Source: an optimization exercise on an open RTL-to-GDS flow (aim: small area, a short achievable clock period and few clock cycles per item). Production flows keep margins and buffers that such runs may drop.
Where RTL was checked, it was by simulation tests only, not by an equivalence proof against the original.
No functional check of the RTL was part of runs 1 and 2.

==> design.v <==
module ysyx_23060136_EXU_DIV(
        input                 clk           ,
        input                 rst           ,
        input         [63:0]  dividend      ,
        input         [63:0]  divisor       ,
        input                 div_valid     ,
        input                 divw          ,
        input                 div_signed    ,
        output                div_ready     ,
        output                div_out_valid ,
        output        [63:0]  quotient      ,
        output        [63:0]  remainder
 );
    localparam [2:0] S_IDLE  = 3'd0,
                     S_PREP  = 3'd1,
                     S_ITER  = 3'd2,
                     S_CORR  = 3'd3,
                     S_REST  = 3'd4,
                     S_DONE  = 3'd5;
    wire        sa_in = div_signed & (divw ? dividend[31] : dividend[63]);
    wire        sb_in = div_signed & (divw ? divisor[31]  : divisor[63]);
    wire        qn_in = sa_in ^ sb_in;
    wire [64:0] a_ext = divw ? {{33{sa_in}}, dividend[31:0]} : {sa_in, dividend};
    wire [65:0] b_ext = divw ? {{34{sb_in}}, divisor[31:0]}  : {{2{sb_in}}, divisor};
    wire [6:0]  lza, lzb;
    ysyx_23060136_EXU_DIV_lzc u_lza (.x(a_ext[63:0] ^ {64{sa_in}}), .z(lza));
    ysyx_23060136_EXU_DIV_lzc u_lzb (.x(b_ext[63:0] ^ {64{sb_in}}), .z(lzb));
    wire [5:0]  lzbc  = lzb[5:0] | {6{lzb[6]}};
    wire        dz_in = lzb[6] & ~sb_in;                     
    wire [63:0] q_ones = divw ? (qn_in ? 64'hffffffff00000001 : 64'h00000000ffffffff)
                              : (qn_in ? 64'h0000000000000001 : 64'hffffffffffffffff);
    logic [2:0]  state;
    logic [65:0] R;          
    logic [65:0] D;          
    logic [63:0] Q;
    logic [6:0]  lza_r;
    logic [6:0]  lzb_r;      
    logic        dz;         
    logic        sa, qneg;
    logic        sub;        
    logic        kx;         
    wire [65:0] y    = D ^ {66{sub}};
    wire        cin  = sub;
    wire [65:0] sum;
    ysyx_23060136_EXU_DIV_add u_add (.a(R), .b(y), .cin(cin), .s(sum));
    wire [65:0] cpre = {R[64:0] | y[64:0], cin};
    wire        zero = &(~(R ^ y ^ cpre));
    wire        sub_n = (sum[65] | (zero & sa)) ^ kx;
    wire        acc   = sub_n ^ qneg;
    wire        fin   = sub ^ qneg;
    wire [5:0]  dd   = lzb_r[5:0] - lza_r[5:0];
    wire        early = dz | (lzb_r < lza_r);
    wire [65:0] d_sh = D << dd;
    wire        last = (lzb_r[5:0] == 6'd0);
    always_ff @(posedge clk) begin
        if (rst) begin
            state <= S_IDLE;
        end
        else begin
            case (state)
            S_IDLE:  if (div_valid) state <= S_PREP;
            S_PREP:  state <= early ? S_IDLE : (acc ? S_ITER : (qneg ? S_REST : S_DONE));
            S_ITER:  if (last) state <= S_CORR;
            S_CORR:  state <= fin ? S_IDLE : S_DONE;
            S_REST:  state <= S_DONE;
            default: state <= S_IDLE;
            endcase
        end
    end
    wire [65:0] a_ld = {a_ext[64], a_ext};
    always_ff @(posedge clk) begin
        case (state)
        S_PREP:         R <= qneg ? sum : a_ld;
        S_ITER, S_CORR: R <= sum;
        default:        R <= a_ld;
        endcase
    end
    always_ff @(posedge clk) begin
        case (state)
        S_PREP:  D <= d_sh;
        S_ITER:  D <= last ? b_ext : {D[65], D[65:1]};
        default: D <= b_ext;
        endcase
    end
    always_ff @(posedge clk) begin
        case (state)
        S_IDLE: begin
            Q     <= dz_in ? q_ones : 64'b0;
            lza_r <= lza;
            dz    <= dz_in;
            lzb_r <= {1'b0, lzbc} + {6'b0, sa_in};
            sa    <= sa_in;
            qneg  <= qn_in;
            sub   <= ~qn_in;
            kx    <= ~sa_in ^ qn_in;
        end
        S_PREP: begin
            lzb_r <= {1'b0, dd};
            Q   <= {64{qneg}};
        end
        S_ITER: begin
            sub <= sub_n;
            Q   <= {Q[62:0], sub_n};
            lzb_r <= lzb_r - 7'd1;
        end
        S_REST: begin
            Q <= 64'b0;
        end
        default: ;
        endcase
    end
    assign div_ready     = (state == S_IDLE);
    assign div_out_valid = (state == S_DONE) | ((state == S_PREP) & early) |
                           ((state == S_CORR) & fin);
    assign quotient      = Q;
    assign remainder     = R[63:0];
endmodule
module ysyx_23060136_EXU_DIV_add(
        input         [65:0]  a,
        input         [65:0]  b,
        input                 cin,
        output        [65:0]  s
 );
    localparam N = 67;
    wire [N-1:0] g [0:7];
    wire [N-1:0] p [0:7];
    assign g[0] = {a & b, cin};
    assign p[0] = {a ^ b, 1'b0};
    genvar l, i;
    generate
        for (l = 0; l < 7; l = l + 1) begin : lv
            for (i = 0; i < N; i = i + 1) begin : bt
                if ((i >> l) & 1) begin : m
                    localparam integer J = ((i >> l) << l) - 1;
                    assign g[l+1][i] = g[l][i] | (p[l][i] & g[l][J]);
                    assign p[l+1][i] = p[l][i] & p[l][J];
                end
                else begin : t
                    assign g[l+1][i] = g[l][i];
                    assign p[l+1][i] = p[l][i];
                end
            end
        end
    endgenerate
    assign s = p[0][66:1] ^ g[7][65:0];
endmodule
module ysyx_23060136_EXU_DIV_lzc(
        input         [63:0]  x,
        output        [6:0]   z
 );
    wire [31:0]     v1;
    wire [31:0]     c1;
    wire [15:0]     v2;
    wire [15:0][1:0] c2;
    wire [7:0]      v3;
    wire [7:0][2:0] c3;
    wire [3:0]      v4;
    wire [3:0][3:0] c4;
    wire [1:0]      v5;
    wire [1:0][4:0] c5;
    genvar i;
    generate
        for (i = 0; i < 32; i = i + 1) begin : g1
            assign v1[i] = x[2*i+1] | x[2*i];
            assign c1[i] = ~x[2*i+1];
        end
        for (i = 0; i < 16; i = i + 1) begin : g2
            assign v2[i] = v1[2*i+1] | v1[2*i];
            assign c2[i] = v1[2*i+1] ? {1'b0, c1[2*i+1]} : {1'b1, c1[2*i]};
        end
        for (i = 0; i < 8; i = i + 1) begin : g3
            assign v3[i] = v2[2*i+1] | v2[2*i];
            assign c3[i] = v2[2*i+1] ? {1'b0, c2[2*i+1]} : {1'b1, c2[2*i]};
        end
        for (i = 0; i < 4; i = i + 1) begin : g4
            assign v4[i] = v3[2*i+1] | v3[2*i];
            assign c4[i] = v3[2*i+1] ? {1'b0, c3[2*i+1]} : {1'b1, c3[2*i]};
        end
        for (i = 0; i < 2; i = i + 1) begin : g5
            assign v5[i] = v4[2*i+1] | v4[2*i];
            assign c5[i] = v4[2*i+1] ? {1'b0, c4[2*i+1]} : {1'b1, c4[2*i]};
        end
    endgenerate
    assign z = (v5[1] | v5[0]) ? (v5[1] ? {2'b00, c5[1]} : {2'b01, c5[0]}) : 7'd64;
endmodule
==> flow/run.sh <==
#!/bin/bash
# Standard layout, with plain buffers (sky130_fd_sc_hd__buf_1) on the ports
# instead of the delay buffers buffer_ports picks by default.
set -euo pipefail
export BUFFER_PORTS_ARGS="-buffer_cell sky130_fd_sc_hd__buf_1"
bash standard.sh > standard_flow.log 2>&1
==> standard.sh <==
#!/bin/bash
# synth_recipe.tcl (not shown) runs the flow's synth.tcl, then flattens the netlist and writes it again
# the make line also repeats each setting of config.mk as NAME=value (left out here)
make -C /OpenROAD-flow-scripts/flow DESIGN_CONFIG=/design/flow/config.mk WORK_HOME=/design/flow/orfs CLKGATE_MAP_FILE= SYNTH_SCRIPT=/design/flow/synth_recipe.tcl "${@:-finish}"
==> config.mk <==
export PLATFORM = sky130hd
export DESIGN_NAME = ysyx_23060136_EXU_DIV
export DESIGN_NICKNAME = ysyx_23060136_EXU_DIV
export VERILOG_FILES = /design/flow/design.v
export SDC_FILE = /design/flow/constraint.sdc
export NUM_CORES = 4
export LEC_CHECK = 0
export CAP_MARGIN = 20
export CORE_MARGIN = 2
export CORE_UTILIZATION = 40
export GPL_ROUTABILITY_DRIVEN = 0
export SETUP_SLACK_MARGIN = 2.2
export SLEW_MARGIN = 20
==> constraint.sdc <==
create_clock -name core_clock -period 6.5 [get_ports {clk}]
set_input_delay 1.3000 -clock core_clock [delete_from_list [all_inputs] [get_ports {clk}]]
set_output_delay 1.3000 -clock core_clock [all_outputs]
set_load 0.01 [all_outputs]
==> parameters.txt, run 1 <==
Parameter                              Value

Timing
  Min Hold Slack ... ~0.55 ns
  Maximum clock frequency ... between 200 and 250 MHz
  Max-slew headroom at the worst pin ... 22.5%
  Fin crit period ... ~4.4 ns
  Finish-stage setup viols ... 0
  Slew at the pin closest to its max-slew limit ... roughly 1.2 ns
  Count of pins over their slew limit ... 0
  Setup total negative slack ... 0 ns
  Worst Slack Setup Final ... about 2.1 ns
  Portion of the clock cycle consumed by the worst path in the final layout ... about two thirds
  Final Hold Violating Endpoints ... 0
  RSZ-0062 raised after global routing ... true
  Worst setup skew after layout ... roughly 0.016 ns

Critical path
  WP data arrival ... slightly below 5 ns
  Category of the worst setup path capture point ... register
  Worst path required time ... between 6 and 7 ns
  Setup slack, reg-to-reg ... about 2.1 ns
  Slowest cell on the critical path ... sky130_fd_sc_hd__o21ai_0
  WS Path Type ... reg2reg
  R2R cell count ... 11
  Buffer and inverter count on the worst path ... 3
  Delay of the slowest critical-path stage ... 0.91 ns
  Reg2reg end ... D[58]$_DFF_P_
  Crit start category ... register
  Launch point of the worst reg-to-reg path ... lzb_r[0]$_DFFE_PP_
  List of cells traversed by the critical path ... inv_1 > ha_2 > inv_1 > fa_4 > xor2_4 > buf_4 > nor2_1 > o21ai_0 > nor2_1 > a21oi_2 > o211ai_1
  Kind of cell with the highest combined delay on the critical path ... compound AO/OA/AOI/OAI gates
  Maximum fanout along the worst path ... 27

Detailed routing
  DRC violation total after the first TritonRoute iteration ... ~2700
  Antenna-violating nets left ... 0
  Routed metal-1 wire length ... approximately 34 mm
  Routed length on met3 ... between 7 and 8 mm
  Residual DRC ... 0
  Detailed route wirelength on metal2 ... about 37 mm
  Length of the first detailed-routing pass in iterations ... 8
  Number of vias per cell after detailed routing ... roughly 6.2
  Wire length per cell after detailed routing ... about 24 µm
  Detailed-route via count ... between 20000 and 25000
  Highest signal layer in the routed design ... met4
  Total wirelength of the detailed-routed design ... 81.9 mm

GRT
  Via count of the first global-routing pass ... 19746
  Wire length of the first global-routing pass ... approximately 120 mm
  Maximum number of pins on one net before global-route repair ... 82
  Antenna violations before repair ... 0
  Sum of overflow across all layers after global routing ... 0
  Global router's overall resource usage ... between 20 and 30%

Synthesis
  Number of flip-flops and latches in the synthesized netlist ... between 200 and 250
  Async set or reset register ratio after synthesis ... 0%
  Top cells by area in the synthesized netlist ... sky130_fd_sc_hd__dfxtp_1 (12%), sky130_fd_sc_hd__edfxtp_1 (12%), sky130_fd_sc_hd__ha_1 (8.2%)
  Sequential cell area fraction in the yosys report ... around 24%
  Flip-flop cell with the highest count after synthesis ... sky130_fd_sc_hd__dfxtp_1
  Gate count of the mapped netlist ... between 2000 and 3000
  Area leader, netlist ... sky130_fd_sc_hd__dfxtp_1
  Post-synthesis average cell area ... just over 8 µm²
  Count of flip-flops with a built-in enable after synthesis ... 84
  Yosys warning total ... 2
  Combined area of all synthesized cells ... about 22000 µm²
  Library cells used by synthesis ... 97
  Area fraction of the dominant cell type after synthesis ... between 10% and 20%
  Post-synth net total ... 2910

Placed design
  Worst setup slack before clock tree synthesis ... 1.33 ns
  Port Buffers ... 262
  Placed Cells ... ~3400
  Post-detail-place hpwl ... around 63 mm

Clock network
  TritonCTS clock tree ... done
  Worst-skew pair later-pin latency ... about 0.56 ns
  Maximum buffer depth of the clock tree ... 3
  TritonCTS Buffers ... 26
  Count of hold-fix buffers inserted at cts ... 0
  Cell at the root of the clock tree ... sky130_fd_sc_hd__clkbuf_16
  Count of clock tree sinks ... 218
  Clock transition time at the flip-flop clock pins of the worst setup and hold paths ... ~0.06 ns
  Number of H-tree levels ... 1

Cells and area
  Count of nets after finishing ... approximately 3000
  Most frequent cells in the layout ... sky130_fd_sc_hd__buf_1 (258), sky130_fd_sc_hd__nand2_1 (241), sky130_fd_sc_hd__inv_1 (217), sky130_fd_sc_hd__o21ai_0 (206), sky130_fd_sc_hd__a21oi_1 (141)
  Share of post-route cells with drive strength above 1 ... 10.2%
  Fraction of the core area covered by cells at the end of the flow ... 45.3%
  Area added between synthesis and finish ... 12.4%
  Most common cell after layout, fill and taps aside ... sky130_fd_sc_hd__buf_1
  Final std cells w/o fill ... 3467

Status
  Result of the run ... finished clean

Floorplanning
  Vert. Die Dim ... between 200 and 250 µm
  Effective utilization at floorplan ... 40.3%
  Top-level I/O count ... ~260
  Area of the core ... 53500 µm²
  Chip Width ... between 200 and 250 µm
  Die Area ... about 56000 µm²
  Number of standard-cell rows in the floorplan ... 85

Hold path
  Hold Startpoint ... Q[13]$_DFFE_PP_
  Worst min-delay path category ... reg2reg
  Worst Hold Path EP ... Q[14]$_DFFE_PP_
  Hold Path Cell Cnt ... 1

Flow run
  Total of max-cap violations ... 0
[logic make-up (layout without fill, tap and decap cells)]
kind of cell	count (synthesis)	count (layout)	share of synthesized area, %
simple gates	678	678	15.1
mux	148	148	9.88
other cells	0	1	0
flops	218	218	24.1
compound gates	815	815	25.5
fa+ha+maj	149	149	8.89
buf+inv	446	588	9.41
xor+xnor	174	174	7.07
[synth_stat cells, types with 19 or more instances]
library cell	instances
sky130_fd_sc_hd__a211oi_1	59
sky130_fd_sc_hd__edfxtp_1	84
sky130_fd_sc_hd__buf_4	68
sky130_fd_sc_hd__mux2i_1	83
sky130_fd_sc_hd__xnor2_1	46
sky130_fd_sc_hd__nand2_1	243
sky130_fd_sc_hd__buf_2	19
sky130_fd_sc_hd__a21o_1	81
sky130_fd_sc_hd__a31oi_1	25
sky130_fd_sc_hd__ha_1	142
sky130_fd_sc_hd__nand4_1	34
sky130_fd_sc_hd__clkbuf_1	116
sky130_fd_sc_hd__dfxtp_1	134
sky130_fd_sc_hd__nor2_1	139
sky130_fd_sc_hd__o21ai_0	209
sky130_fd_sc_hd__nor3_1	51
sky130_fd_sc_hd__mux4_2	50
sky130_fd_sc_hd__nand3_1	61
sky130_fd_sc_hd__o22ai_1	25
sky130_fd_sc_hd__a21oi_1	144
sky130_fd_sc_hd__a22oi_1	56
sky130_fd_sc_hd__inv_1	220
sky130_fd_sc_hd__xor2_1	128
[per-layer routing]
layer  track usage (%)  vias up
li1                  -     9786
met1              38.5    10402
met2              44.1     1223
met3              3.80      200
met4              11.0        0
met5                 0        -
[metrics by stage]
| step | cell area, µm² |
|---|---|
| CTS | 23600 |
| floorplan | 21600 |
| finish | 24200 |
| detailed placement | 22600 |
| global route | 24200 |
| global placement | 22600 |
[what timing repair did]
item                       4_1_cts  5_1_grt
resized for setup               10       75
setup endpoints to repair       57       44
pin swaps                        2        9
buffers inserted                 8       15
gates cloned                     2        3
[area by class of cell]
class	instances	area, µm²
Timing Repair inverter	3	15.0
Antenna cell	1	2.50
Clock buffer	33	749
Fill cell	5241	29300
Clock inverter	15	161
Inverter	220	837
Timing Repair Buffer	317	1490
Tap cell	696	871
Multi-Input combinational cell	1964	14900
Sequential cell	218	5200
[worst max-delay path by stage]
stage,startpoint,endpoint,slack [ns],depth (start not counted)
final,lzb_r[0]$_DFFE_PP_,D[58]$_DFF_P_,2.10,11
after global placement,div_signed,lzb_r[1]$_DFFE_PP_,1.35,14
after floorplan,divisor[63],lzb_r[1]$_DFFE_PP_,2.23,19
after CTS,lzb_r[0]$_DFFE_PP_,D[58]$_DFF_P_,2.19,12
after detailed placement,div_signed,lzb_r[1]$_DFFE_PP_,1.33,14
after global routing,sub$_DFFE_PP_,state[2]$_SDFFE_PP0P_,2.09,18
[flip-flops by register name, indices dropped and copies added, names as in the netlist, 3 cells and up]
register / cells
state: 3
Q: 64
D: 66
R: 66
lza_r: 7
lzb_r: 7
==> run 2: changes to the inputs <==
--- a/config.mk
+++ b/config.mk
@@ -9,5 +9,5 @@
 export CORE_MARGIN = 2
 export CORE_UTILIZATION = 40
 export GPL_ROUTABILITY_DRIVEN = 0
-export SETUP_SLACK_MARGIN = 2.2
+export SETUP_SLACK_MARGIN = 2.6
 export SLEW_MARGIN = 20
==> parameters.txt, run 2 <==
Parameter                              Value

Synthesis
  Most frequent cells after synthesis ... sky130_fd_sc_hd__nand2_1 (243), sky130_fd_sc_hd__inv_1 (220), sky130_fd_sc_hd__o21ai_0 (209), sky130_fd_sc_hd__a21oi_1 (144), sky130_fd_sc_hd__ha_1 (142) (unchanged)
  Flip-flop cell with the highest count after synthesis ... sky130_fd_sc_hd__dfxtp_1 (unchanged)
  Library cells used by synthesis ... 97 (unchanged)
  Simple-gate share of the synthesized area ... 15.1% (unchanged)
  Area fraction of the dominant cell type after synthesis ... 12.4% (unchanged)
  Most instantiated library cell after synthesis ... sky130_fd_sc_hd__nand2_1 (unchanged)
  Number of flip-flops and latches in the synthesized netlist ... 218 (unchanged)
  Gate count of the mapped netlist ... 2628 (unchanged)
  Count of flip-flops with a built-in enable after synthesis ... 84 (unchanged)
  XOR/XNOR share of the synthesized area ... 7.07% (unchanged)
  Share of synthesized cell area in full adder, half adder and majority cells ... 8.89% (unchanged)
  Yosys warning total ... 2 (unchanged)
  Main combinational cell family by area after synthesis ... compound AO/OA/AOI/OAI gates (unchanged)
  Async set or reset register ratio after synthesis ... 0% (unchanged)
  Combined area of all synthesized cells ... 21600 µm² (unchanged)
  Sequential cell area fraction in the yosys report ... 24.1% (unchanged)
  Post-synthesis mux area share ... 9.88% (unchanged)
  Area fraction in compound gates after synthesis ... 25.5% (unchanged)
  Top cells by area in the synthesized netlist ... sky130_fd_sc_hd__dfxtp_1 (12%), sky130_fd_sc_hd__edfxtp_1 (12%), sky130_fd_sc_hd__ha_1 (8.2%) (unchanged)
  Post-synthesis average cell area ... 8.20 µm² (unchanged)
  Post-synth net total ... 2910 (unchanged)
  Area leader, netlist ... sky130_fd_sc_hd__dfxtp_1 (unchanged)

Hold path
  Worst min-delay path category ... reg2reg (unchanged)
  Hold Startpoint ... Q[20]$_DFFE_PP_ (was Q[13]$_DFFE_PP_)

Clock network
  TritonCTS Buffers ... 27 (was 26)
  Number of H-tree levels ... 1 (unchanged)
  Maximum buffer depth of the clock tree ... 3 (unchanged)
  Worst-skew pair later-pin latency ... 0.58 ns (was 0.56 ns)
  TritonCTS clock tree ... done (unchanged)
  Clock transition time at the flip-flop clock pins of the worst setup and hold paths ... 0.06 ns (about the same)
  Count of hold-fix buffers inserted at cts ... 0 (unchanged)
  Count of clock tree sinks ... 218 (unchanged)
  Cell at the root of the clock tree ... sky130_fd_sc_hd__clkbuf_16 (unchanged)

Detailed routing
  Routed length on met3 ... 8.03 mm (was 7.58 mm)
  Wire length per cell after detailed routing ... 24.6 µm (was 23.6 µm)
  Highest signal layer in the routed design ... met4 (unchanged)
  Antenna-violating nets left ... 0 (unchanged)
  Detailed route wirelength on metal2 ... 39.2 mm (was 36.7 mm)
  Total wirelength of the detailed-routed design ... 86.8 mm (was 81.9 mm)
  Length of the first detailed-routing pass in iterations ... 7 (was 8)
  Routed metal-1 wire length ... 35.0 mm (was 34.0 mm)
  DRC violation total after the first TritonRoute iteration ... 2712 (was 2688)
  Residual DRC ... 0 (unchanged)
  Detailed-route via count ... 22147 (was 21611)
  Number of vias per cell after detailed routing ... 6.28 (was 6.23)

Timing
  Max-slew headroom at the worst pin ... 38.0% (was 22.5%)
  RSZ-0062 raised after global routing ... true (unchanged)
  Final Hold Violating Endpoints ... 0 (unchanged)
  Fin crit period ... 4.06 ns (was 4.40 ns)
  Setup total negative slack ... 0 ns (unchanged)
  Slew at the pin closest to its max-slew limit ... 0.929 ns (was 1.15 ns)
  Min Hold Slack ... 0.546 ns (was 0.548 ns)
  Finish-stage setup viols ... 0 (unchanged)
  Worst setup skew after layout ... 0.0187 ns (was 0.0159 ns)
  Count of pins over their slew limit ... 0 (unchanged)
  Portion of the clock cycle consumed by the worst path in the final layout ... 62.5% (was 67.6%)
  Maximum clock frequency ... 246 MHz (was 227 MHz)

Cells and area
  Fraction of the core area covered by cells at the end of the flow ... 49.4% (was 45.3%)
  Most common cell after layout, fill and taps aside ... sky130_fd_sc_hd__buf_1 (unchanged)
  Count of nets after finishing ... 3091 (was 3032)
  Final std cells w/o fill ... 3527 (was 3467)
  Area added between synthesis and finish ... 22.5% (was 12.4%)
  Share of post-route cells with drive strength above 1 ... 17.1% (was 10.2%)
  Most frequent cells in the layout ... sky130_fd_sc_hd__buf_1 (255), sky130_fd_sc_hd__nand2_1 (238), sky130_fd_sc_hd__inv_1 (203), sky130_fd_sc_hd__o21ai_0 (190) (was sky130_fd_sc_hd__buf_1 (258), sky130_fd_sc_hd__nand2_1 (241), sky130_fd_sc_hd__inv_1 (217), sky130_fd_sc_hd__o21ai_0 (206), sky130_fd_sc_hd__a21oi_1 (141))
  Filler instances ... 4989 (was 5241)
  Leading registers by flop count ... D: 66 flops, R: 66 flops, Q: 64 flops (unchanged)

Floorplanning
  Effective utilization at floorplan ... 40.3% (unchanged)
  Die Area ... 55800 µm² (unchanged)
  Number of standard-cell rows in the floorplan ... 85 (unchanged)
  Chip Width ... 236 µm (unchanged)
  Vert. Die Dim ... 236 µm (unchanged)
  Top-level I/O count ... 263 (unchanged)
  Area of the core ... 53500 µm² (unchanged)

Critical path
  Slowest cell on the critical path ... sky130_fd_sc_hd__a221o_1 (was sky130_fd_sc_hd__o21ai_0)
  Critical path origin ... sub$_DFFE_PP_ (was lzb_r[0]$_DFFE_PP_)
  Worst path required time ... 7.00 ns (was 6.91 ns)
  WP data arrival ... 4.56 ns (was 4.81 ns)
  List of cells traversed by the critical path ... buf_8 > buf_12 > buf_16 > xor2_4 > buf_4 > ha_1 > a21oi_2 > o21ai_1 > a221o_1 > o2bb2ai_4 > o2111ai_2 > nand2_1 > o211ai_1 > buf_4 > nand2b_4 > xnor2_2 > ha_1 > nand2b_4 > a21oi_2 (was inv_1 > ha_2 > inv_1 > fa_4 > xor2_4 > buf_4 > nor2_1 > o21ai_0 > nor2_1 > a21oi_2 > o211ai_1)
  Launch point of the worst reg-to-reg path ... sub$_DFFE_PP_ (was lzb_r[0]$_DFFE_PP_)
  Delay of the slowest critical-path stage ... 0.45 ns (was 0.91 ns)
  Category of the worst setup path capture point ... register (unchanged)
  Maximum fanout along the worst path ... 8 (was 27)
  Crit start category ... register (unchanged)
  WS Path Type ... reg2reg (unchanged)

Placed design
  Port Buffers ... 262 (unchanged)
  Placed Cells ... 3388 (was 3390)
  Post-detail-place hpwl ... 62.3 mm (was 62.7 mm)

GRT
  Via count of the first global-routing pass ... 20513 (was 19746)
  Antenna violations before repair ... 1 (was 0)
  Global router's overall resource usage ... 29.0% (was 27.9%)
  Maximum number of pins on one net before global-route repair ... 82 (unchanged)
  Sum of overflow across all layers after global routing ... 0 (unchanged)
  Wire length of the first global-routing pass ... 125 mm (was 121 mm)

Flow run
  Total of max-cap violations ... 0 (unchanged)

Status
  Result of the run ... finished clean (unchanged)
run 2: repair_timing:
action                                  in CTS  in global routing
endpoints found under the setup margin     162                133
cloned                                      10                  5
setup buffers                               44                 29
resized for setup                          214                120
pin swaps                                   39                 38
run 2: final timing paths:
kind | cells past startpoint | to | slack (ns)
setup / recovery | 19 | state[2]$_SDFFE_PP0P_ | 2.44
setup reg to reg | 19 | state[2]$_SDFFE_PP0P_ | 2.44
hold reg to reg | 1 | Q[21]$_DFFE_PP_ | 0.55
hold / removal | 1 | Q[21]$_DFFE_PP_ | 0.55
run 2: cell type report:
type / count / area, µm² / area share, %
clock inverter: 18 / 262 / 0.990
clock buffer: 32 / 724 / 2.74
tap: 696 / 871 / 3.30
sequential: 218 / 5200 / 19.7
antenna: 1 / 2.50 / 0.00948
timing repair buffer: 375 / 2300 / 8.71
inverter: 220 / 833 / 3.16
multi-input combinational: 1966 / 16200 / 61.4
timing repair inverter: 1 / 5.00 / 0.0190
run 2: per-layer routing:
layer / vias up / global-route usage (%)
li1: 9926 / -
met1: 10629 / 38.9
met2: 1354 / 46.6
met3: 238 / 3.89
met4: 0 / 13.0
met5: - / 0
run 2: worst max-delay path: cells and delay by family (launching register included):
family	cells	cell delay, ns
flops	1	0.42
fa+ha+maj	2	0.48
compound gates	7	1.55
simple gates	3	0.39
buf+inv	5	0.86
xor+xnor	2	0.28
run 2: cells by family after synthesis:
group / count (synthesis)
AOI/OAI and AO/OA: 815
and+or+nand+nor: 678
buffers and inverters: 446
DFF: 218
xor gates and xnor gates: 174
adders and majority gates: 149
muxes: 148
run 2: stage by stage:
stage               cell area, µm²  setup WS (ns)
CTS                          25400           2.55
finish                       26400           2.44
global route                 26400           2.29
detailed placement           22600           1.35
floorplan                    21700           2.36
global placement             22600           1.35
==> run 3: changes to the inputs <==
--- a/design.v
+++ b/design.v
@@ -15,8 +15,7 @@
                      S_PREP  = 3'd1,
                      S_ITER  = 3'd2,
                      S_CORR  = 3'd3,
-                     S_REST  = 3'd4,
-                     S_DONE  = 3'd5;
+                     S_DONE  = 3'd4;
     wire        sa_in = div_signed & (divw ? dividend[31] : dividend[63]);
     wire        sb_in = div_signed & (divw ? divisor[31]  : divisor[63]);
     wire        qn_in = sa_in ^ sb_in;
@@ -39,6 +38,7 @@
     logic        sa, qneg;
     logic        sub;        
     logic        kx;         
+    logic        q0;         
     wire [65:0] y    = D ^ {66{sub}};
     wire        cin  = sub;
     wire [65:0] sum;
@@ -59,10 +59,10 @@
         else begin
             case (state)
             S_IDLE:  if (div_valid) state <= S_PREP;
-            S_PREP:  state <= early ? S_IDLE : (acc ? S_ITER : (qneg ? S_REST : S_DONE));
-            S_ITER:  if (last) state <= S_CORR;
+            S_PREP:  state <= early ? S_IDLE : S_ITER;
+            S_ITER:  if (q0) state <= qneg ? S_DONE : S_IDLE;
+                     else if (last) state <= S_CORR;
             S_CORR:  state <= fin ? S_IDLE : S_DONE;
-            S_REST:  state <= S_DONE;
             default: state <= S_IDLE;
             endcase
         end
@@ -71,7 +71,8 @@
     always_ff @(posedge clk) begin
         case (state)
         S_PREP:         R <= qneg ? sum : a_ld;
-        S_ITER, S_CORR: R <= sum;
+        S_ITER:         R <= q0 ? a_ld : sum;
+        S_CORR:         R <= sum;
         default:        R <= a_ld;
         endcase
     end
@@ -97,21 +98,19 @@
         S_PREP: begin
             lzb_r <= {1'b0, dd};
             Q   <= {64{qneg}};
+            q0  <= ~acc;
         end
         S_ITER: begin
             sub <= sub_n;
-            Q   <= {Q[62:0], sub_n};
+            Q   <= q0 ? 64'b0 : {Q[62:0], sub_n};
             lzb_r <= lzb_r - 7'd1;
-        end
-        S_REST: begin
-            Q <= 64'b0;
         end
         default: ;
         endcase
     end
     assign div_ready     = (state == S_IDLE);
     assign div_out_valid = (state == S_DONE) | ((state == S_PREP) & early) |
-                           ((state == S_CORR) & fin);
+                           ((state == S_ITER) & q0 & ~qneg) | ((state == S_CORR) & fin);
     assign quotient      = Q;
     assign remainder     = R[63:0];
 endmodule
--- a/config.mk
+++ b/config.mk
@@ -9,5 +9,5 @@
 export CORE_MARGIN = 2
 export CORE_UTILIZATION = 40
 export GPL_ROUTABILITY_DRIVEN = 0
-export SETUP_SLACK_MARGIN = 2.6
+export SETUP_SLACK_MARGIN = 2.4
 export SLEW_MARGIN = 20
==> parameters.txt, run 3 <==
Parameter                              Value

Synthesis
  Post-synth net total ... 2992 (was 2910)
  Async set or reset register ratio after synthesis ... 0% (unchanged)
  Combined area of all synthesized cells ... 21300 µm² (was 21600 µm²)
  Most instantiated library cell after synthesis ... sky130_fd_sc_hd__nand2_1 (unchanged)
  Yosys warning total ... 2 (unchanged)
  Library cells used by synthesis ... 103 (was 97)
  Area leader, netlist ... sky130_fd_sc_hd__dfxtp_1 (unchanged)
  Top cells by area in the synthesized netlist ... sky130_fd_sc_hd__dfxtp_1 (13%), sky130_fd_sc_hd__edfxtp_1 (12%), sky130_fd_sc_hd__ha_1 (8.3%) (was sky130_fd_sc_hd__dfxtp_1 (12%), sky130_fd_sc_hd__edfxtp_1 (12%), sky130_fd_sc_hd__ha_1 (8.2%))
  Number of flip-flops and latches in the synthesized netlist ... 219 (was 218)
  Flip-flop cell with the highest count after synthesis ... sky130_fd_sc_hd__dfxtp_1 (unchanged)
  Sequential cell area fraction in the yosys report ... 24.6% (was 24.1%)
  Area fraction of the dominant cell type after synthesis ... 12.6% (was 12.4%)
  Gate count of the mapped netlist ... 2710 (was 2628)
  Most frequent cells after synthesis ... sky130_fd_sc_hd__nand2_1 (392), sky130_fd_sc_hd__o21ai_0 (251), sky130_fd_sc_hd__inv_1 (213), sky130_fd_sc_hd__nor2_1 (161), sky130_fd_sc_hd__a21oi_1 (150) (was sky130_fd_sc_hd__nand2_1 (243), sky130_fd_sc_hd__inv_1 (220), sky130_fd_sc_hd__o21ai_0 (209), sky130_fd_sc_hd__a21oi_1 (144), sky130_fd_sc_hd__ha_1 (142))
  Post-synthesis average cell area ... 7.86 µm² (was 8.20 µm²)
  Count of flip-flops with a built-in enable after synthesis ... 85 (was 84)

Placed design
  Placed Cells ... 3475 (was 3388)
  Worst setup slack before clock tree synthesis ... 1.21 ns (was 1.35 ns)
  Post-detail-place hpwl ... 65.2 mm (was 62.3 mm)
  Port Buffers ... 262 (unchanged)
  Placed inst area ... 22400 µm² (was 22600 µm²)

Detailed routing
  Length of the first detailed-routing pass in iterations ... 10 (was 7)
  Residual DRC ... 0 (unchanged)
  DRC violation total after the first TritonRoute iteration ... 2926 (was 2712)
  Detailed-route via count ... 21954 (was 22147)
  Wire length per cell after detailed routing ... 24.0 µm (was 24.6 µm)
  Total wirelength of the detailed-routed design ... 85.2 mm (was 86.8 mm)
  Antenna-violating nets left ... 0 (unchanged)
  Number of vias per cell after detailed routing ... 6.17 (was 6.28)

Floorplanning
  Number of standard-cell rows in the floorplan ... 84 (was 85)
  Die Area ... 55100 µm² (was 55800 µm²)
  Area of the core ... 52600 µm² (was 53500 µm²)
  Chip Width ... 235 µm (was 236 µm)
  Effective utilization at floorplan ... 40.5% (was 40.3%)
  Vert. Die Dim ... 235 µm (was 236 µm)
  Top-level I/O count ... 263 (unchanged)

GRT
  Antenna violations before repair ... 1 (unchanged)
  Maximum number of pins on one net before global-route repair ... 72 (was 82)
  Via count of the first global-routing pass ... 20326 (was 20513)
  Wire length of the first global-routing pass ... 125 mm (about the same)
  Sum of overflow across all layers after global routing ... 0 (unchanged)
  Global router's overall resource usage ... 28.9% (was 29.0%)

Timing
  Max-slew headroom at the worst pin ... 38.0% (about the same)
  Slew at the pin closest to its max-slew limit ... 0.931 ns (was 0.929 ns)
  Count of pins over their slew limit ... 0 (unchanged)
  Worst setup skew after layout ... 0.0128 ns (was 0.0187 ns)
  Min Hold Slack ... 0.544 ns (was 0.546 ns)
  Worst Slack Setup Final ... 2.38 ns (was 2.44 ns)
  Portion of the clock cycle consumed by the worst path in the final layout ... 63.3% (was 62.5%)
  Final Hold Violating Endpoints ... 0 (unchanged)
  Maximum clock frequency ... 243 MHz (was 246 MHz)
  Setup total negative slack ... 0 ns (unchanged)
  Finish-stage setup viols ... 0 (unchanged)
  RSZ-0062 raised after global routing ... true (unchanged)
  Fin crit period ... 4.12 ns (was 4.06 ns)

Cells and area
  Total inserted antenna cells ... 0 (was 1)
  Area added between synthesis and finish ... 15.4% (was 22.5%)
  Count of nets after finishing ... 3133 (was 3091)
  Most common cell after layout, fill and taps aside ... sky130_fd_sc_hd__nand2_1 (was sky130_fd_sc_hd__buf_1)
  Most frequent cells in the layout ... sky130_fd_sc_hd__nand2_1 (390), sky130_fd_sc_hd__buf_1 (256), sky130_fd_sc_hd__o21ai_0 (234), sky130_fd_sc_hd__inv_1 (210), sky130_fd_sc_hd__nor2_1 (156) (was sky130_fd_sc_hd__buf_1 (255), sky130_fd_sc_hd__nand2_1 (238), sky130_fd_sc_hd__inv_1 (203), sky130_fd_sc_hd__o21ai_0 (190))
  Filler instances ... 5195 (was 4989)
  Finished Cell Area ... 24600 µm² (was 26400 µm²)
  Share of post-route cells with drive strength above 1 ... 11.7% (was 17.1%)
  Final std cells w/o fill ... 3558 (was 3527)
  Leading registers by flop count ... D: 66 flops, R: 66 flops, Q: 64 flops (unchanged)

Critical path
  Setup slack, reg-to-reg ... 2.43 ns (was 2.44 ns)
  WS Path Type ... reg2out (was reg2reg)
  Worst path required time ... 5.20 ns (was 7.00 ns)
  WP data arrival ... 2.82 ns (was 4.56 ns)
  Category of the worst setup path capture point ... output pin (was register)
  Maximum fanout along the worst path ... 2 (was 8)
  R2R cell count ... 16 (was 19)
  Worst setup path endpoint ... div_out_valid (was state[2]$_SDFFE_PP0P_)
  Critical path origin ... lza_r[1]$_SDFFCE_PN0P_ (was sub$_DFFE_PP_)
  Reg2reg end ... R[54]$_DFF_P_ (was state[2]$_SDFFE_PP0P_)
  Crit start category ... register (unchanged)
  Launch point of the worst reg-to-reg path ... sub$_DFFE_PP_ (unchanged)

Clock network
  Maximum buffer depth of the clock tree ... 3 (unchanged)
  TritonCTS clock tree ... done (unchanged)
  Number of H-tree levels ... 1 (unchanged)
  Count of clock tree sinks ... 219 (was 218)
  TritonCTS Buffers ... 26 (was 27)
  Cell at the root of the clock tree ... sky130_fd_sc_hd__clkbuf_16 (unchanged)
  Worst-skew pair later-pin latency ... 0.57 ns (was 0.58 ns)
  Clock transition time at the flip-flop clock pins of the worst setup and hold paths ... 0.06 ns (about the same)

Status
  Result of the run ... finished clean (unchanged)

Hold path
  Hold Startpoint ... Q[34]$_DFFE_PP_ (was Q[20]$_DFFE_PP_)
  Worst min-delay path category ... reg2reg (unchanged)

Flow run
  Total of max-cap violations ... 0 (unchanged)
-- run 3: kinds of logic (layout without fill, tap and decap cells) --
kind of cell | count (synthesis) | after routing | synth area share [%]
AO/OA/AOI/OAI | 757 | 757 | 23.1
XOR/XNOR | 176 | 176 | 7.27
adder cells (fa/ha/maj) | 149 | 149 | 9.00
buffers and inverters | 442 | 602 | 9.27
flip-flops | 219 | 219 | 24.6
multiplexers | 135 | 135 | 9.02
AND/OR/NAND/NOR | 832 | 832 | 17.8
-- run 3: area by class of cell --
| type | instances | area [µm²] | area share, % |
|---|---|---|---|
| repair buffers | 337 | 1790 | 7.30 |
| repair inverters | 1 | 5.00 | 0.0204 |
| multi-input cells | 2049 | 14900 | 60.8 |
| well taps | 688 | 861 | 3.50 |
| clock inverters | 15 | 194 | 0.789 |
| flip-flops and latches | 219 | 5240 | 21.3 |
| clock buffers | 32 | 713 | 2.90 |
| inverters | 217 | 821 | 3.34 |
-- run 3: per-layer routing --
layer | vias to the layer above | track usage, % | routed length, µm
met2 | 1275 | 45.8 | 38100
met5 | - | 0 | 13
met4 | 2 | 14.9 | 4890
li1 | 9909 | - | -
met3 | 275 | 6.67 | 8910
met1 | 10493 | 36.7 | 33300
-- run 3: timing repair --
| action | in CTS | in global routing |
|---|---|---|
| gates cloned | 2 | 3 |
| pin swaps | 13 | 22 |
| endpoints found under the setup margin | 152 | 43 |
| gates resized for setup | 62 | 121 |
| hold buffers | 0 | 0 |
| buffers inserted | 17 | 14 |
-- run 3: critical path, cell delays in order, from the launching register on --
cell                       delay (ns)
sky130_fd_sc_hd__edfxtp_1        0.48
sky130_fd_sc_hd__inv_2           0.12
sky130_fd_sc_hd__ha_1            0.24
sky130_fd_sc_hd__nor2b_2         0.17
sky130_fd_sc_hd__o21ai_2         0.17
sky130_fd_sc_hd__a21boi_2        0.10
sky130_fd_sc_hd__o21ai_2         0.15
sky130_fd_sc_hd__a21boi_1        0.08
sky130_fd_sc_hd__o21ai_1         0.17
sky130_fd_sc_hd__a21oi_2         0.09
sky130_fd_sc_hd__nor2_1          0.09
sky130_fd_sc_hd__mux2i_1         0.08
sky130_fd_sc_hd__o21ai_1         0.14
sky130_fd_sc_hd__buf_4           0.16
-- run 3: stage by stage --
step | util [%]
floorplan | -
global placement | 42.6
detailed placement | 42.6
CTS | 45.2
global route | 46.8
finish | 46.8
-- run 3: worst min-delay path by stage --
stage                     cells past startpoint               to
final                                         1  Q[35]$_DFFE_PP_
after global routing                          2   Q[2]$_DFFE_PP_
after CTS                                     1  Q[35]$_DFFE_PP_
after detailed placement                      2  Q[27]$_DFFE_PP_
after global placement                        1  Q[58]$_DFFE_PP_
after floorplan                               2    D[25]$_DFF_P_
Testbench counts of run 3, summed over its fixed seeds: cycles 10,303, items 960.
==> run 4: changes to the inputs <==
--- a/config.mk
+++ b/config.mk
@@ -9,5 +9,5 @@
 export CORE_MARGIN = 2
 export CORE_UTILIZATION = 40
 export GPL_ROUTABILITY_DRIVEN = 0
-export SETUP_SLACK_MARGIN = 2.4
+export SETUP_SLACK_MARGIN = 2.2
 export SLEW_MARGIN = 20
==> parameters.txt, run 4 <==
Parameter                              Value

Timing
  Fin crit period ... 4.25 ns (was 4.12 ns)
  Worst Slack Setup Final ... 2.25 ns (was 2.38 ns)
  Worst setup skew after layout ... 0.0298 ns (was 0.0128 ns)
  Portion of the clock cycle consumed by the worst path in the final layout ... 65.4% (was 63.3%)
  RSZ-0062 raised after global routing ... true (unchanged)
  Setup total negative slack ... 0 ns (unchanged)
  Maximum clock frequency ... 235 MHz (was 243 MHz)
  Count of pins over their slew limit ... 0 (unchanged)
  Min Hold Slack ... 0.544 ns (about the same)
  Slew at the pin closest to its max-slew limit ... 1.06 ns (was 0.931 ns)
  Final Hold Violating Endpoints ... 0 (unchanged)
  Max-slew headroom at the worst pin ... 29.4% (was 38.0%)
  Finish-stage setup viols ... 0 (unchanged)

Synthesis
  Combined area of all synthesized cells ... 21300 µm² (unchanged)
  Top cells by area in the synthesized netlist ... sky130_fd_sc_hd__dfxtp_1 (13%), sky130_fd_sc_hd__edfxtp_1 (12%), sky130_fd_sc_hd__ha_1 (8.3%) (unchanged)
  Post-synthesis average cell area ... 7.86 µm² (unchanged)
  Gate count of the mapped netlist ... 2710 (unchanged)
  Number of flip-flops and latches in the synthesized netlist ... 219 (unchanged)
  Most frequent cells after synthesis ... sky130_fd_sc_hd__nand2_1 (392), sky130_fd_sc_hd__o21ai_0 (251), sky130_fd_sc_hd__inv_1 (213), sky130_fd_sc_hd__nor2_1 (161), sky130_fd_sc_hd__a21oi_1 (150) (unchanged)
  Post-synth net total ... 2992 (unchanged)
  Yosys warning total ... 2 (unchanged)
  Most instantiated library cell after synthesis ... sky130_fd_sc_hd__nand2_1 (unchanged)
  Library cells used by synthesis ... 103 (unchanged)
  Sequential cell area fraction in the yosys report ... 24.6% (unchanged)
  Count of flip-flops with a built-in enable after synthesis ... 85 (unchanged)
  Flip-flop cell with the highest count after synthesis ... sky130_fd_sc_hd__dfxtp_1 (unchanged)
  Area fraction of the dominant cell type after synthesis ... 12.6% (unchanged)
  Area leader, netlist ... sky130_fd_sc_hd__dfxtp_1 (unchanged)
  Async set or reset register ratio after synthesis ... 0% (unchanged)

Clock network
  Clock transition time at the flip-flop clock pins of the worst setup and hold paths ... 0.08 ns (was 0.06 ns)
  Worst-skew pair later-pin latency ... 0.60 ns (was 0.57 ns)
  Cell at the root of the clock tree ... sky130_fd_sc_hd__clkbuf_16 (unchanged)
  TritonCTS Buffers ... 27 (was 26)
  TritonCTS clock tree ... done (unchanged)
  Count of clock tree sinks ... 219 (unchanged)
  Number of H-tree levels ... 1 (unchanged)
  Count of hold-fix buffers inserted at cts ... 0 (unchanged)
  Maximum buffer depth of the clock tree ... 3 (unchanged)

Cells and area
  Most common cell after layout, fill and taps aside ... sky130_fd_sc_hd__nand2_1 (unchanged)
  Final std cells w/o fill ... 3545 (was 3558)
  Most frequent cells in the layout ... sky130_fd_sc_hd__nand2_1 (391), sky130_fd_sc_hd__buf_1 (257), sky130_fd_sc_hd__o21ai_0 (243), sky130_fd_sc_hd__inv_1 (212), sky130_fd_sc_hd__nor2_1 (158) (was sky130_fd_sc_hd__nand2_1 (390), sky130_fd_sc_hd__buf_1 (256), sky130_fd_sc_hd__o21ai_0 (234), sky130_fd_sc_hd__inv_1 (210), sky130_fd_sc_hd__nor2_1 (156))
  Register Area ... 5240 µm² (unchanged)
  Finished Cell Area ... 23600 µm² (was 24600 µm²)
  Footprint of the multi-input gates ... 14300 µm² (was 14900 µm²)
  Count of nets after finishing ... 3118 (was 3133)
  Area added between synthesis and finish ... 10.9% (was 15.4%)
  Total inserted antenna cells ... 0 (unchanged)
  Filler instances ... 5294 (was 5195)
  Leading registers by flop count ... D: 66 flops, R: 66 flops, Q: 64 flops (unchanged)
  Share of post-route cells with drive strength above 1 ... 8.51% (was 11.7%)

Critical path
  Crit start category ... register (unchanged)
  WS Path Type ... reg2out (unchanged)
  Maximum fanout along the worst path ... 3 (was 2)
  WP data arrival ... 2.95 ns (was 2.82 ns)
  Setup slack, reg-to-reg ... 2.32 ns (was 2.43 ns)
  Worst path required time ... 5.20 ns (about the same)
  R2R cell count ... 13 (was 16)
  Category of the worst setup path capture point ... output pin (unchanged)

Floorplanning
  Area of the core ... 52600 µm² (unchanged)
  Die Area ... 55100 µm² (unchanged)
  Chip Width ... 235 µm (unchanged)
  Number of standard-cell rows in the floorplan ... 84 (unchanged)
  Top-level I/O count ... 263 (unchanged)
  Vert. Die Dim ... 235 µm (unchanged)
  Effective utilization at floorplan ... 40.5% (unchanged)

Detailed routing
  Antenna-violating nets left ... 0 (unchanged)
  Detailed-route via count ... 21698 (was 21954)
  Number of vias per cell after detailed routing ... 6.12 (was 6.17)
  Wire length per cell after detailed routing ... 23.8 µm (was 24.0 µm)
  Length of the first detailed-routing pass in iterations ... 10 (unchanged)
  DRC violation total after the first TritonRoute iteration ... 3152 (was 2926)
  Residual DRC ... 0 (unchanged)
  Total wirelength of the detailed-routed design ... 84.5 mm (was 85.2 mm)

GRT
  GRT met1 Usage ... 37.6% (was 36.7%)
  Met3 demand-to-capacity share in global routing ... 5.78% (was 6.67%)
  M2 GR Usage ... 45.3% (was 45.8%)
  Wire length of the first global-routing pass ... 124 mm (was 125 mm)
  Most used routing layer ... met2 (unchanged)
  Maximum number of pins on one net before global-route repair ... 72 (unchanged)
  Sum of overflow across all layers after global routing ... 0 (unchanged)
  Global router's overall resource usage ... 28.8% (was 28.9%)
  Via count of the first global-routing pass ... 19980 (was 20326)
  Antenna violations before repair ... 1 (unchanged)

Placed design
  Worst setup slack before clock tree synthesis ... 1.44 ns (was 1.21 ns)
  Post-detail-place hpwl ... 65.6 mm (was 65.2 mm)
  Port Buffers ... 262 (unchanged)
  Placed inst area ... 22400 µm² (about the same)
  Placed Cells ... 3474 (was 3475)

Hold path
  Worst min-delay path category ... reg2reg (unchanged)
  Hold Path Cell Cnt ... 2 (was 1)

Status
  Result of the run ... finished clean (unchanged)

Flow run
  Total of max-cap violations ... 0 (unchanged)
## run 4: stage by stage
stage | util [%]
2_1_floorplan | -
6_report | 45.0
5_1_grt | 45.0
3_3_place_gp | 42.6
3_5_place_dp | 42.6
4_1_cts | 44.5
## run 4: cells by family (layout without fill, tap and decap cells)
family	Yosys count	after routing	share of synthesized area (%)
and+or+nand+nor	832	832	17.8
xor gates and xnor gates	176	176	7.27
adders and majority gates	149	149	9.00
muxes	135	135	9.02
buffers and inverters	442	589	9.27
AOI/OAI and AO/OA	757	757	23.1
DFF	219	219	24.6
## run 4: path summary, 6_finish.rpt
kind | startpoint | endpoint
worst max-delay path | lza_r[1]$_SDFFCE_PN0P_ | div_out_valid
worst min register to register | Q[12]$_DFFE_PP_ | Q[13]$_DFFE_PP_
worst min-delay path | Q[12]$_DFFE_PP_ | Q[13]$_DFFE_PP_
worst max register to register | sub$_DFFE_PP_ | Q[0]$_DFFE_PP_
## run 4: per-layer routing
layer / part of all wire [%] / routed length (µm)
met5: 0 / 0
met2: 44 / 37200
met4: 5.9 / 4970
met3: 10 / 8720
met1: 40 / 33600
## run 4: worst max-delay path: stages, from the launching register on
cell	delay [ns]
sky130_fd_sc_hd__edfxtp_1	0.42
sky130_fd_sc_hd__inv_2	0.08
sky130_fd_sc_hd__ha_1	0.29
sky130_fd_sc_hd__nor2b_1	0.18
sky130_fd_sc_hd__o21ai_2	0.09
sky130_fd_sc_hd__a21boi_2	0.18
sky130_fd_sc_hd__o21ai_1	0.10
sky130_fd_sc_hd__a21boi_0	0.21
sky130_fd_sc_hd__o21ai_1	0.09
sky130_fd_sc_hd__a21oi_1	0.22
sky130_fd_sc_hd__nor2_1	0.07
sky130_fd_sc_hd__mux2i_1	0.16
sky130_fd_sc_hd__o21ai_1	0.08
sky130_fd_sc_hd__buf_2	0.17
## run 4: timing repair
item,4_1_cts,5_1_grt
buffers inserted,10,9
resized for setup,7,33
pin swaps,1,4
cloned,0,1
setup endpoints to repair,27,40
endpoints found under the hold margin,0,0
## run 4: cell type report
type | count | share of cell area (%)
clock buffers | 30 | 3.00
flip-flops and latches | 219 | 22.2
well taps | 688 | 3.64
repair buffers | 322 | 6.44
multi-input cells | 2049 | 60.6
clock inverters | 20 | 0.736
inverters | 217 | 3.45

[afterwards: timing with drivers on the ports]
The flow's constraints put no driver on any port. The routed layouts listed below were extracted and timed again, unchanged, in two steps. Step 1 (the two cells are an assumption about what drives the block):
set clk [get_ports {clk}]
set_driving_cell -lib_cell sky130_fd_sc_hd__clkbuf_16 $clk
set_driving_cell -lib_cell sky130_fd_sc_hd__buf_2 [delete_from_list [all_inputs] $clk]
Step 2 also shifts input and output timing later by t, the mid clock arrival at the registers, as if the neighbouring blocks saw the same clock. a / b / c = ideal / step 1 / step 2; a / b = the first two.
run | shift t [ns] | setup slack, ns | clock arrival spread, ns | worst slew at a driven data input, ns
run 1 | 0.613 | 2.104 / 2.104 / 1.799 | 0.019 / 0.019 | 0.07
run 2 | 0.629 | 2.438 / 2.438 / 2.052 | 0.019 / 0.019 | 0.08
run 3 | 0.619 | 2.384 / 2.325 / 1.868 | 0.013 / 0.013 | 0.08
run 4 | 0.643 | 2.250 / 2.193 / 1.688 | 0.031 / 0.031 | 0.07
After both steps every run listed still meets setup and hold. The setup slack of run 4, which loses most, moves by -0.057 ns with the drivers and by -0.562 ns with both steps.
